Background: an optimization exercise with open tools, aiming at small area. Do not read the settings as production practice.
Function was checked by simulation only, so behaviour that the tests miss may differ from the original.
Power figures rest on the tool's default switching activity, not on a simulated workload.

**design/flow/config.mk**
```make
export PLATFORM = sky130hd
export DESIGN_NAME = sphincs_randomizer_R
export DESIGN_NICKNAME = sphincs_randomizer_R
export VERILOG_FILES = /design/flow/design.v
export SDC_FILE = /design/flow/constraint.sdc
export NUM_CORES = 4
export LEC_CHECK = 0
export CAP_MARGIN = 20
export CORE_MARGIN = 2
export CORE_UTILIZATION = 45
export SETUP_SLACK_MARGIN = 0.2
export SLEW_MARGIN = 20
export SYNTH_HIERARCHICAL = 1
```
**design/flow/constraint.sdc**
```tcl
create_clock -name core_clock -period 10.0 [get_ports {CLK}]
set_input_delay 2.0000 -clock core_clock [delete_from_list [all_inputs] [get_ports {CLK}]]
set_output_delay 2.0000 -clock core_clock [all_outputs]
set_load 0.01 [all_outputs]
```
**design/flow/design.v**
```verilog
`timescale 1ns / 1ps
`timescale 1ns/1ps
module sphincs_randomizer_R (
  input  wire         CLK,
  input  wire         RST,
  input  wire         start,
  input  wire [127:0] sk_prf,
  input  wire [127:0] optrand,
  input  wire [263:0] msg,
  output wire [127:0] R,
  output reg          valid
);
  reg [127:0] ra;
  reg [127:0] re;
  reg [511:0] rw;
  reg [255:0] rc;
  reg [3:0] step;
  reg [6:0] cnt;
  reg       busy;
  reg       rmr;      
  wire p = cnt[0];
  function [15:0] rot16;    
    input [31:0] x;
    input integer n;
    reg [63:0] xx;
    begin
      xx = {x, x} >> n;
      rot16 = xx[15:0];
    end
  endfunction
  function [31:0] kword;
    input [5:0] t;
    begin
      case (t)
        6'd00: kword = 32'h428a2f98; 6'd01: kword = 32'h71374491;
        6'd02: kword = 32'hb5c0fbcf; 6'd03: kword = 32'he9b5dba5;
        6'd04: kword = 32'h3956c25b; 6'd05: kword = 32'h59f111f1;
        6'd06: kword = 32'h923f82a4; 6'd07: kword = 32'hab1c5ed5;
        6'd08: kword = 32'hd807aa98; 6'd09: kword = 32'h12835b01;
        6'd10: kword = 32'h243185be; 6'd11: kword = 32'h550c7dc3;
        6'd12: kword = 32'h72be5d74; 6'd13: kword = 32'h80deb1fe;
        6'd14: kword = 32'h9bdc06a7; 6'd15: kword = 32'hc19bf174;
        6'd16: kword = 32'he49b69c1; 6'd17: kword = 32'hefbe4786;
        6'd18: kword = 32'h0fc19dc6; 6'd19: kword = 32'h240ca1cc;
        6'd20: kword = 32'h2de92c6f; 6'd21: kword = 32'h4a7484aa;
        6'd22: kword = 32'h5cb0a9dc; 6'd23: kword = 32'h76f988da;
        6'd24: kword = 32'h983e5152; 6'd25: kword = 32'ha831c66d;
        6'd26: kword = 32'hb00327c8; 6'd27: kword = 32'hbf597fc7;
        6'd28: kword = 32'hc6e00bf3; 6'd29: kword = 32'hd5a79147;
        6'd30: kword = 32'h06ca6351; 6'd31: kword = 32'h14292967;
        6'd32: kword = 32'h27b70a85; 6'd33: kword = 32'h2e1b2138;
        6'd34: kword = 32'h4d2c6dfc; 6'd35: kword = 32'h53380d13;
        6'd36: kword = 32'h650a7354; 6'd37: kword = 32'h766a0abb;
        6'd38: kword = 32'h81c2c92e; 6'd39: kword = 32'h92722c85;
        6'd40: kword = 32'ha2bfe8a1; 6'd41: kword = 32'ha81a664b;
        6'd42: kword = 32'hc24b8b70; 6'd43: kword = 32'hc76c51a3;
        6'd44: kword = 32'hd192e819; 6'd45: kword = 32'hd6990624;
        6'd46: kword = 32'hf40e3585; 6'd47: kword = 32'h106aa070;
        6'd48: kword = 32'h19a4c116; 6'd49: kword = 32'h1e376c08;
        6'd50: kword = 32'h2748774c; 6'd51: kword = 32'h34b0bcb5;
        6'd52: kword = 32'h391c0cb3; 6'd53: kword = 32'h4ed8aa4a;
        6'd54: kword = 32'h5b9cca4f; 6'd55: kword = 32'h682e6ff3;
        6'd56: kword = 32'h748f82ee; 6'd57: kword = 32'h78a5636f;
        6'd58: kword = 32'h84c87814; 6'd59: kword = 32'h8cc70208;
        6'd60: kword = 32'h90befffa; 6'd61: kword = 32'ha4506ceb;
        6'd62: kword = 32'hbef9a3f7; default: kword = 32'hc67178f2;
      endcase
    end
  endfunction
  function [31:0] kwordn;
    input [5:0] t;
    begin
      case (t)
        6'd00: kwordn = 32'h71374491;
        6'd01: kwordn = 32'hb5c0fbcf;
        6'd02: kwordn = 32'he9b5dba5;
        6'd03: kwordn = 32'h3956c25b;
        6'd04: kwordn = 32'h59f111f1;
        6'd05: kwordn = 32'h923f82a4;
        6'd06: kwordn = 32'hab1c5ed5;
        6'd07: kwordn = 32'hd807aa98;
        6'd08: kwordn = 32'h12835b01;
        6'd09: kwordn = 32'h243185be;
        6'd10: kwordn = 32'h550c7dc3;
        6'd11: kwordn = 32'h72be5d74;
        6'd12: kwordn = 32'h80deb1fe;
        6'd13: kwordn = 32'h9bdc06a7;
        6'd14: kwordn = 32'hc19bf174;
        6'd15: kwordn = 32'he49b69c1;
        6'd16: kwordn = 32'hefbe4786;
        6'd17: kwordn = 32'h0fc19dc6;
        6'd18: kwordn = 32'h240ca1cc;
        6'd19: kwordn = 32'h2de92c6f;
        6'd20: kwordn = 32'h4a7484aa;
        6'd21: kwordn = 32'h5cb0a9dc;
        6'd22: kwordn = 32'h76f988da;
        6'd23: kwordn = 32'h983e5152;
        6'd24: kwordn = 32'ha831c66d;
        6'd25: kwordn = 32'hb00327c8;
        6'd26: kwordn = 32'hbf597fc7;
        6'd27: kwordn = 32'hc6e00bf3;
        6'd28: kwordn = 32'hd5a79147;
        6'd29: kwordn = 32'h06ca6351;
        6'd30: kwordn = 32'h14292967;
        6'd31: kwordn = 32'h27b70a85;
        6'd32: kwordn = 32'h2e1b2138;
        6'd33: kwordn = 32'h4d2c6dfc;
        6'd34: kwordn = 32'h53380d13;
        6'd35: kwordn = 32'h650a7354;
        6'd36: kwordn = 32'h766a0abb;
        6'd37: kwordn = 32'h81c2c92e;
        6'd38: kwordn = 32'h92722c85;
        6'd39: kwordn = 32'ha2bfe8a1;
        6'd40: kwordn = 32'ha81a664b;
        6'd41: kwordn = 32'hc24b8b70;
        6'd42: kwordn = 32'hc76c51a3;
        6'd43: kwordn = 32'hd192e819;
        6'd44: kwordn = 32'hd6990624;
        6'd45: kwordn = 32'hf40e3585;
        6'd46: kwordn = 32'h106aa070;
        6'd47: kwordn = 32'h19a4c116;
        6'd48: kwordn = 32'h1e376c08;
        6'd49: kwordn = 32'h2748774c;
        6'd50: kwordn = 32'h34b0bcb5;
        6'd51: kwordn = 32'h391c0cb3;
        6'd52: kwordn = 32'h4ed8aa4a;
        6'd53: kwordn = 32'h5b9cca4f;
        6'd54: kwordn = 32'h682e6ff3;
        6'd55: kwordn = 32'h748f82ee;
        6'd56: kwordn = 32'h78a5636f;
        6'd57: kwordn = 32'h84c87814;
        6'd58: kwordn = 32'h8cc70208;
        6'd59: kwordn = 32'h90befffa;
        6'd60: kwordn = 32'ha4506ceb;
        6'd61: kwordn = 32'hbef9a3f7;
        6'd62: kwordn = 32'hc67178f2;
        default: kwordn = 32'h00000000;
      endcase
    end
  endfunction
  function [15:0] ivdig;
    input [3:0] pos;
    reg [31:0] w;
    begin
      case (pos[3:1])
        3'd0: w = 32'h5be0cd19; 3'd1: w = 32'h1f83d9ab;
        3'd2: w = 32'h9b05688c; 3'd3: w = 32'h510e527f;
        3'd4: w = 32'ha54ff53a; 3'd5: w = 32'h3c6ef372;
        3'd6: w = 32'hbb67ae85; default: w = 32'h6a09e667;
      endcase
      ivdig = pos[0] ? w[31:16] : w[15:0];
    end
  endfunction
  function rnd;
    input [3:0] s;
    begin rnd = s[0] & (s[2:0] != 3'd7); end
  endfunction
  wire is_round = rnd(step);
  wire is_ff    = (step[1:0] == 2'd2) | (step[2:0] == 3'd7);
  wire last     = is_round ? (cnt == 7'd127) : (cnt[3:0] == 4'd15);
  wire        wrap2  = is_round ? (cnt[6:1] == 6'd63) : (cnt[3:1] == 3'd7);
  wire [3:0]  step2  = wrap2 ? step + 4'd1 : step;
  wire [6:0]  cnt2   = wrap2 ? {6'd0, cnt[0]} : cnt + 7'd2;
  wire        p2     = cnt2[0];
  wire [5:0]  t2     = cnt2[6:1];
  wire        round2 = step2[0] & (step2[2:0] != 3'd7);
  wire        fi2    = (step2[1:0] == 2'd2);
  wire        fc2    = (step2[2:0] == 3'd7);
  wire [15:0] ad = ra[111:96], bd = ra[79:64], cd = ra[47:32], dd = ra[15:0];
  wire [15:0] ed = re[111:96], fd = re[79:64], gd = re[47:32], hd = re[15:0];
  wire [31:0] av = {p ? ra[95:80] : ra[127:112], ad};
  wire [31:0] ev = {p ? re[95:80] : re[127:112], ed};
  wire [15:0] S0d = rot16(av, 2) ^ rot16(av, 13) ^ rot16(av, 22);
  wire [15:0] S1d = rot16(ev, 6) ^ rot16(ev, 11) ^ rot16(ev, 25);
  wire [15:0] Chd = (ed & fd) ^ (~ed & gd);
  wire [15:0] Mjd = (ad & bd) | (ad & cd) | (bd & cd);
  wire [31:0] kw  = kwordn(cnt[6:1]);
  wire        k0  = busy & ~is_round & (cnt[3:1] == 3'd7) & (step[1:0] != 2'd3) & (step[2:0] != 3'd6);
  wire [15:0] Kx  = rmr ? (p ? kw[31:16] : kw[15:0])
                  : (k0 ? (p ? 16'h428a : 16'h2f98) : 16'd0);
  wire [15:0] Wd  = rw[495:480];
  wire [31:0] v0 = {p ? rw[31:16]   : rw[63:48],   rw[47:32]};    
  wire [31:0] v1 = {p ? rw[447:432] : rw[479:464], rw[463:448]};  
  wire [15:0] s0d = rot16(v0, 7) ^ rot16(v0, 18) ^ (v0[18:3] & (p ? 16'h1fff : 16'hffff));
  wire [15:0] s1d = rot16(v1, 17) ^ rot16(v1, 19) ^ (v1[25:10] & (p ? 16'h003f : 16'hffff));
  wire [15:0] w15 = rw[15:0];      
  wire [15:0] w6  = rw[303:288];   
  reg  [11:0] cf;    
  wire [15:0] s1 = hd ^ Chd ^ S1d;
  wire [15:0] m1 = (hd & Chd) | (hd & S1d) | (Chd & S1d);
  wire [15:0] c1 = {m1[14:0], cf[0]};
  wire [15:0] s1g = s1 & {16{rmr}};
  wire [15:0] c1g = c1 & {16{rmr}};
  wire [15:0] s3 = s1g ^ c1g ^ Wd;
  wire [15:0] m3 = (s1g & c1g) | (s1g & Wd) | (c1g & Wd);
  wire [15:0] c3 = {m3[14:0], cf[1]};
  wire [15:0] s4e = s3 ^ c3 ^ dd;
  wire [15:0] m4e = (s3 & c3) | (s3 & dd) | (c3 & dd);
  wire [15:0] c4e = {m4e[14:0], cf[3]};
  wire [15:0] s4a = s3 ^ c3 ^ S0d;
  wire [15:0] m4a = (s3 & c3) | (s3 & S0d) | (c3 & S0d);
  wire [15:0] c4a = {m4a[14:0], cf[5]};
  wire [15:0] s5a = s4a ^ c4a ^ Mjd;
  wire [15:0] m5a = (s4a & c4a) | (s4a & Mjd) | (c4a & Mjd);
  wire [15:0] c5a = {m5a[14:0], cf[6]};
  wire [15:0] s1s = s1d ^ w6 ^ s0d;
  wire [15:0] m1s = (s1d & w6) | (s1d & s0d) | (w6 & s0d);
  wire [15:0] c1s = {m1s[14:0], cf[8]};
  wire [15:0] s2s = s1s ^ c1s ^ w15;
  wire [15:0] m2s = (s1s & c1s) | (s1s & w15) | (c1s & w15);
  wire [15:0] c2s = {m2s[14:0], cf[9]};
  reg [15:0] e_new, a_new, w_new;
  reg [15:0] gk;
  reg [16:0] ce, ca, cs, ck;
  integer i;
  always @* begin
    ce[0] = cf[4]; ca[0] = cf[7]; cs[0] = cf[10]; ck[0] = cf[2];
    for (i = 0; i < 16; i = i + 1) begin
      e_new[i]  = s4e[i] ^ c4e[i] ^ ce[i];
      ce[i+1]   = (s4e[i] & c4e[i]) | (s4e[i] & ce[i]) | (c4e[i] & ce[i]);
      a_new[i]  = s5a[i] ^ c5a[i] ^ ca[i];
      ca[i+1]   = (s5a[i] & c5a[i]) | (s5a[i] & ca[i]) | (c5a[i] & ca[i]);
      w_new[i]  = s2s[i] ^ c2s[i] ^ cs[i];
      cs[i+1]   = (s2s[i] & c2s[i]) | (s2s[i] & cs[i]) | (c2s[i] & cs[i]);
      gk[i]     = re[32+i] ^ Kx[i] ^ ck[i];
      ck[i+1]   = (re[32+i] & Kx[i]) | (re[32+i] & ck[i]) | (Kx[i] & ck[i]);
    end
  end
  wire [11:0] cout = {1'b0, cs[16], m2s[15], m1s[15], ca[16], m5a[15], m4a[15],
                      ce[16], m4e[15], ck[16], m3[15], m1[15]};
  wire [511:0] key_blk = {sk_prf, 384'd0};
  wire [511:0] in1_blk = {optrand, msg, 8'h80, 48'h0, 64'h388};
  wire        kb    = ~step2[1];               
  wire        b1    = step2[1] & ~step2[3];    
  wire        b3    = step2[1] &  step2[3];    
  wire        msgph = round2 & (t2[5:4] == 2'd0);
  wire [4:0]  j2    = {~t2[3:0], p2};          
  reg  [31:0] dj;
  integer k;
  always @* begin
    for (k = 0; k < 32; k = k + 1)
      dj[k] = msgph & (j2 == k);
  end
  localparam NSRC = 8 + 25 + 4 + 1 + 1;
  reg  [NSRC-1:0]    msel;
  wire [16*NSRC-1:0] mdat;
  genvar g;
  generate
    for (g = 0; g < 8; g = g + 1) begin : g_key
      assign mdat[16*g +: 16] = key_blk[16*(g+24) +: 16];
    end
    for (g = 0; g < 25; g = g + 1) begin : g_in1
      assign mdat[16*(g+8) +: 16] = in1_blk[16*(g+7) +: 16] & (g == 0 ? 16'hff00 : 16'hffff);
    end
  endgenerate
  assign mdat[16*33 +: 16] = rc[15:0];
  assign mdat[16*34 +: 16] = rc[207:192];
  assign mdat[16*35 +: 16] = rc[143:128];
  assign mdat[16*36 +: 16] = rc[79:64];
  assign mdat[16*37 +: 16] = rc[175:160];
  assign mdat[16*38 +: 16] = w_new;
  always @* begin
    for (k = 0; k < 8; k = k + 1)  msel[k]     = dj[k+24] & kb;
    for (k = 0; k < 25; k = k + 1) msel[k+8]   = dj[k+7] & b1;
    for (k = 0; k < 4; k = k + 1)  msel[k+33]  = msgph & b3 & ~t2[3] & (t2[1:0] == k);
    msel[37] = fc2;
    msel[38] = round2 & (t2[5:4] != 2'd0);
  end
  wire [15:0] acc;
  sel_andor #(.N(NSRC)) u_msg (.sel(msel), .dat(mdat), .y(acc));
  wire        xf_now = ~is_round & ~is_ff;
  wire [15:0] ivd    = ivdig(xf_now ? cnt[3:0] : cnt2[3:0] + 4'd8);
  reg [15:0] cst;
  always @* begin
    cst = 16'd0;
    if (msgph & kb)
      cst = step2[3] ? 16'h5c5c : 16'h3636;
    else if (msgph & b1 & (j2 == 5'd7))
      cst = 16'h0080;
    else if (msgph & b1 & (j2 == 5'd0))
      cst = 16'h0388;
    else if (msgph & b3 & (t2[3:0] == 4'd8) & p2)
      cst = 16'h8000;
    else if (msgph & b3 & (t2[3:0] == 4'd15) & ~p2)
      cst = 16'h0300;
    else if (fi2)
      cst = ivd;
  end
  wire [15:0] w_in = acc ^ cst;
  wire [15:0] a_in = is_round ? a_new : (is_ff ? hd : ivd);
  wire [15:0] e_in = e_new;
  wire [15:0] c_in = (!is_round && !is_ff) ? hd : rc[15:0];
  always @(posedge CLK) begin
    ra <= {a_in, ra[127:16]};
    re <= {e_in, re[127:48], gk, re[31:16]};
    rw <= {w_in, rw[511:16]};
    rc <= {c_in, rc[255:16]};
    cf <= p ? 12'd0 : cout;
  end
  always @(posedge CLK or negedge RST) begin
    if (!RST) begin
      step  <= 4'd0;
      cnt   <= 7'd0;
      busy  <= 1'b0;
      valid <= 1'b0;
      rmr   <= 1'b0;
    end else begin
      valid <= 1'b0;
      if (busy) begin
        if (last) begin
          cnt  <= 7'd0;
          step <= step + 4'd1;
          rmr  <= rnd(step + 4'd1);
          if (step == 4'd15) begin
            busy  <= 1'b0;
            valid <= 1'b1;
          end
        end else
          cnt <= cnt + 7'd1;
      end else begin
        cnt <= cnt + 7'd1;
        if (start) begin
          busy <= 1'b1;
          step <= 4'd0;
          cnt  <= 7'd0;
        end
      end
    end
  end
  assign R = ra;
endmodule
module sel_andor #(parameter N = 2) (
  input  wire [N-1:0]    sel,
  input  wire [16*N-1:0] dat,
  output reg  [15:0]     y
);
  integer i;
  always @* begin
    y = 16'd0;
    for (i = 0; i < N; i = i + 1)
      y = y | ({16{sel[i]}} & dat[16*i +: 16]);
  end
endmodule
```
**design/flow/flow/run.sh**
```bash
#!/bin/bash
# Own layout flow: the standard ORFS flow (standard.sh) with two changes
# that only affect how the layout is built:
#  - the port buffers that buffer_ports inserts on every input and output are
#    the smallest buffer cell (sky130_fd_sc_hd__buf_1) instead of the default
#    clkdlybuf4s50_1;
#  - clock tree synthesis uses clkbuf_4 with small sink clusters and
#    no dummy loads.
# Each tool's full output lands in the ORFS log folder; the make output is
# kept in standard.log.
export BUFFER_PORTS_ARGS="-buffer_cell sky130_fd_sc_hd__buf_1"
export CTS_ARGS="-sink_clustering_enable -repair_clock_nets -dont_use_dummy_load -sink_clustering_size 9 -sink_clustering_max_diameter 40 -buf_list {sky130_fd_sc_hd__clkbuf_4}"
bash standard.sh > standard.log 2>&1
```
**design/flow/standard.sh**
```bash
#!/bin/bash
# synth_recipe.tcl (not shown) runs the flow's synth.tcl, then flattens the netlist and writes it again
# the make line also repeats each setting of config.mk as NAME=value (left out here)
make -C /OpenROAD-flow-scripts/flow DESIGN_CONFIG=/design/flow/config.mk WORK_HOME=/design/flow/orfs CLKGATE_MAP_FILE= SYNTH_SCRIPT=/design/flow/synth_recipe.tcl "${@:-finish}"
```
==> run summary <==
layout by cell type (no fill, tap or decap), types with 10 or more instances in the layout:
master / instances
a22oi_1: 195
o21ai_0: 96
buf_4: 93
clkbuf_4: 145
dfxtp_1: 1035
o211ai_1: 17
nor3_2: 10
fa_1: 139
a31oi_1: 22
nor2_2: 28
nand4_1: 69
xnor2_1: 126
dfrtp_1: 10
nor2b_1: 27
fa_2: 37
a222oi_1: 16
maj3_1: 15
buf_1: 651
ha_1: 27
mux2_2: 18
or4_1: 15
a211oi_1: 21
nand2_1: 102
mux2i_1: 44
nor3_1: 33
a221oi_1: 47
nand2b_1: 24
a21oi_1: 99
inv_1: 92
diode_2: 38
nor2_1: 128
or3_1: 10
a22o_1: 47
nand3_1: 41
xor2_1: 63
power by group through the flow:
stage	sequential [uW]	combinational, uW	clock (uW)
after floorplan	4270	1.50	0
after global placement	4270	141	0
after global routing	4180	148	2180
after detailed placement	4270	138	0
final	4170	151	1960
after CTS	4170	139	2000
area by class of cell:
class | count | area [sq um]
Clock buffer | 145 | 1090
Multi-Input combinational cell | 1669 | 14100
Sequential cell | 1049 | 21100
Timing Repair Buffer | 747 | 3190
Inverter | 97 | 364
Tap cell | 1050 | 1310
Fill cell | 7277 | 37900
Antenna cell | 38 | 95.1
flip-flops by register name (all words and copies together) (netlist names):
register and count:
ra 128, rc 256, rmr 1, cf 11, re 128, rw 512, busy 1, valid 1
step 4, cnt 7
worst reg2reg max path, delay by kind of cell, from the launching register on:
family,cells,cell delay (ns)
XOR/XNOR,2,0.45
adder cells (fa/ha/maj),18,7.40
flip-flops,1,0.51
buffers and inverters,2,0.19
AO/OA/AOI/OAI,2,0.24
AND/OR/NAND/NOR,3,0.71
per-layer routing:
layer  wire length (um)  up-vias  track usage (%)
met5                 39        -                0
li1                   -    11949                -
met3              17800      465             12.1
met4               9230        6             19.4
met2              72800     1870             60.2
met1              68700    14011             53.6
through the flow:
stage | total power (uW) | cells
after CTS | 6320 | 4756
after detailed placement | 4410 | 4610
after global placement | 4410 | 4610
after floorplan | 4270 | 2989
after global routing | 6500 | 4782
final | 6290 | 4795
timing repair:
item                                    CTS  global route
pin swaps                                 4            18
endpoints found under the hold margin     0             0
gates resized for setup                   2             9
buffers inserted                          1             1
endpoints found under the setup margin    3             5
path summary, 6_finish.rpt:
check,startpoint,endpoint,slack [ns]
worst max-delay path,cnt[0],rw[511],0.43
worst min register to register,re[54],re[38],0.25
worst min-delay path,re[54],re[38],0.25
max in group asynchronous,RST,cnt[3],8.67
worst max register to register,cnt[0],rw[511],0.43
min in group asynchronous,RST,cnt[0],1.01
cell families (layout without fill, tap and decap cells):
group                    Yosys count  after routing  synth area share (%)
buffers and inverters            271            989                  3.23
XOR/XNOR                         189            189                  4.59
other                              1             46                0.0104
AO/OA/AOI/OAI                    657            657                  13.2
AND/OR/NAND/NOR                  531            531                  7.33
multiplexers                      66             66                  2.03
flip-flops                      1049           1049                  58.4
adder cells (fa/ha/maj)          218            218                  11.1
==> impl_metrics.ini <==
[critical_path]
cpPeakStageDelay_ns = 0.55
crit_type = register to register
cp.required_ns = 10.89
critPathBufInv = 2
cp_top_family = adder cells
slowest_stage = or4_4
ff2ff_path_depth = 27
end_kind = register
critPathLaunchType = register
crit_top_cell = fa_2
crit_cells = 27
crit_fanout = 6
arrival_ns = 10.45

[cells_and_area]
final_cell_area_sq_mm = 0.0412
drive_gt1_share_pct = 10.2
finish.utilization_pct = 52.1
fin_nets = 4435
area_growth_pct = 14.3

[clock_network]
clock_sinks = 1049
cts_root_buf = clkbuf_4
clock_latency_ns = 1.01
cts_tree = built
clkTransAtPathRegs_ns = 0.10
cts_made_buffers = 145
htreeDepth = 4
cts_hold_buf = 0
clockBufferDepth = 3

[sta]
worst_slack_ns = 0.434
period_share_pct = 95.7
worstMarginPinSlew_ns = 1.20
worst_hold_slack_ns = 0.250
relSlewSlack_pct = 19.5
rsz0062_at_grt = yes
max_freq_mhz = 105
fin_worst_skew_ns = 0.160
setup_viol = 0
slew_violations = 0
fin_crit_ns = 9.57
hold_violations = 0
tns_ns = 0

[routing]
dr.pass1.iters = 6
wirelength_mm = 169
vias = 28301
wire_per_inst_um = 35.2
drtIter0Drc = 3489
drc_errors = 0
ant_nets = 0
via_per_inst = 5.90

[logic_synthesis]
yosys.area.top_type = dfxtp_1
synthTopCellsByArea = dfxtp_1 57%, fa_1 9.8%, a22oi_1 4.1%
synth.yosys.seq_area_share_pct = 58.4
syn-instance-count = 2982
yosysWarnings = 8
synth-seq-cells = 1049
ys_top_cells_by_count = 1035 x dfxtp_1, 195 x a22oi_1, 176 x fa_1, 157 x nor2_1, 126 x xnor2_1
synth_edf_count = 0
yosysTopAreaCellShare_pct = 57.5
syn_area_sq_mm = 0.0361
syn_area_per_cell_sq_um = 12.1
synth_ff_type = dfxtp_1
async_reset_ff_share_pct = 1.33
synth_cell_types = 90
yosysMostFrequentCell = dfxtp_1

[outcome]
outcome = no timing/DRC/antenna violations

[hold_path]
hold_depth = 0
hp-class = register to register

[die]
die_x_um = 287
start_util_pct = 45.6
ios = 652
die-area_sq_mm = 0.0824
fp-row-count = 103
coreArea_sq_mm = 0.0791
fp.dieH_um = 287

[global_route]
grt_pass1_wl_mm = 224
antenna_found_initial = 47
track_usage_pct = 40.3
grt_start_max_net_pins = 80
grt_pass1_vias = 27322
grt_overflow_total = 0

[place]
hpwlAfterDp_mm = 134
dpl_cell_area_sq_mm = 0.0400
port_buffers = 651
place.gp.congestion = 1.10
place_ws_ns = 0.117

[pwr]
p_int_uw = 4890
comb_power_share_pct = 2.4
irDropWorstVdd_v = 0.000114
switching_power_uw = 1400
p_clk_share_pct = 31.2
p_per_area_mw_per_mm2 = 153
cellLeakagePower_uw = 0.0161
power_frac_seq_pct = 66.4
swShare_pct = 22.3

[run]
cap_violations = 0

-- afterwards: timing with drivers on the ports --
The results above use ideal ports. As a check the final layout listed here was re-extracted and re-timed, cells and wires unchanged. Step 1: set_driving_cell puts a clkbuf_16 on CLK and a buf_2 on each other input, an assumption about the parent block. Step 2, shift: input delay + t, output delay - t, t = (earliest + latest rising clock arrival at the registers) / 2. This alone moves slack from input paths to output paths. Slacks: ideal / step 1 / step 2; pairs: ideal / step 1.
t (ns): 1.005
setup WS [ns]: 0.434 / 0.434 / 0.434
clock arrival spread, ns: 0.171 / 0.172
After both steps this run still meets setup and hold. The setup slack of this run moves by 0.000 ns with the drivers and by 0.000 ns with both steps.
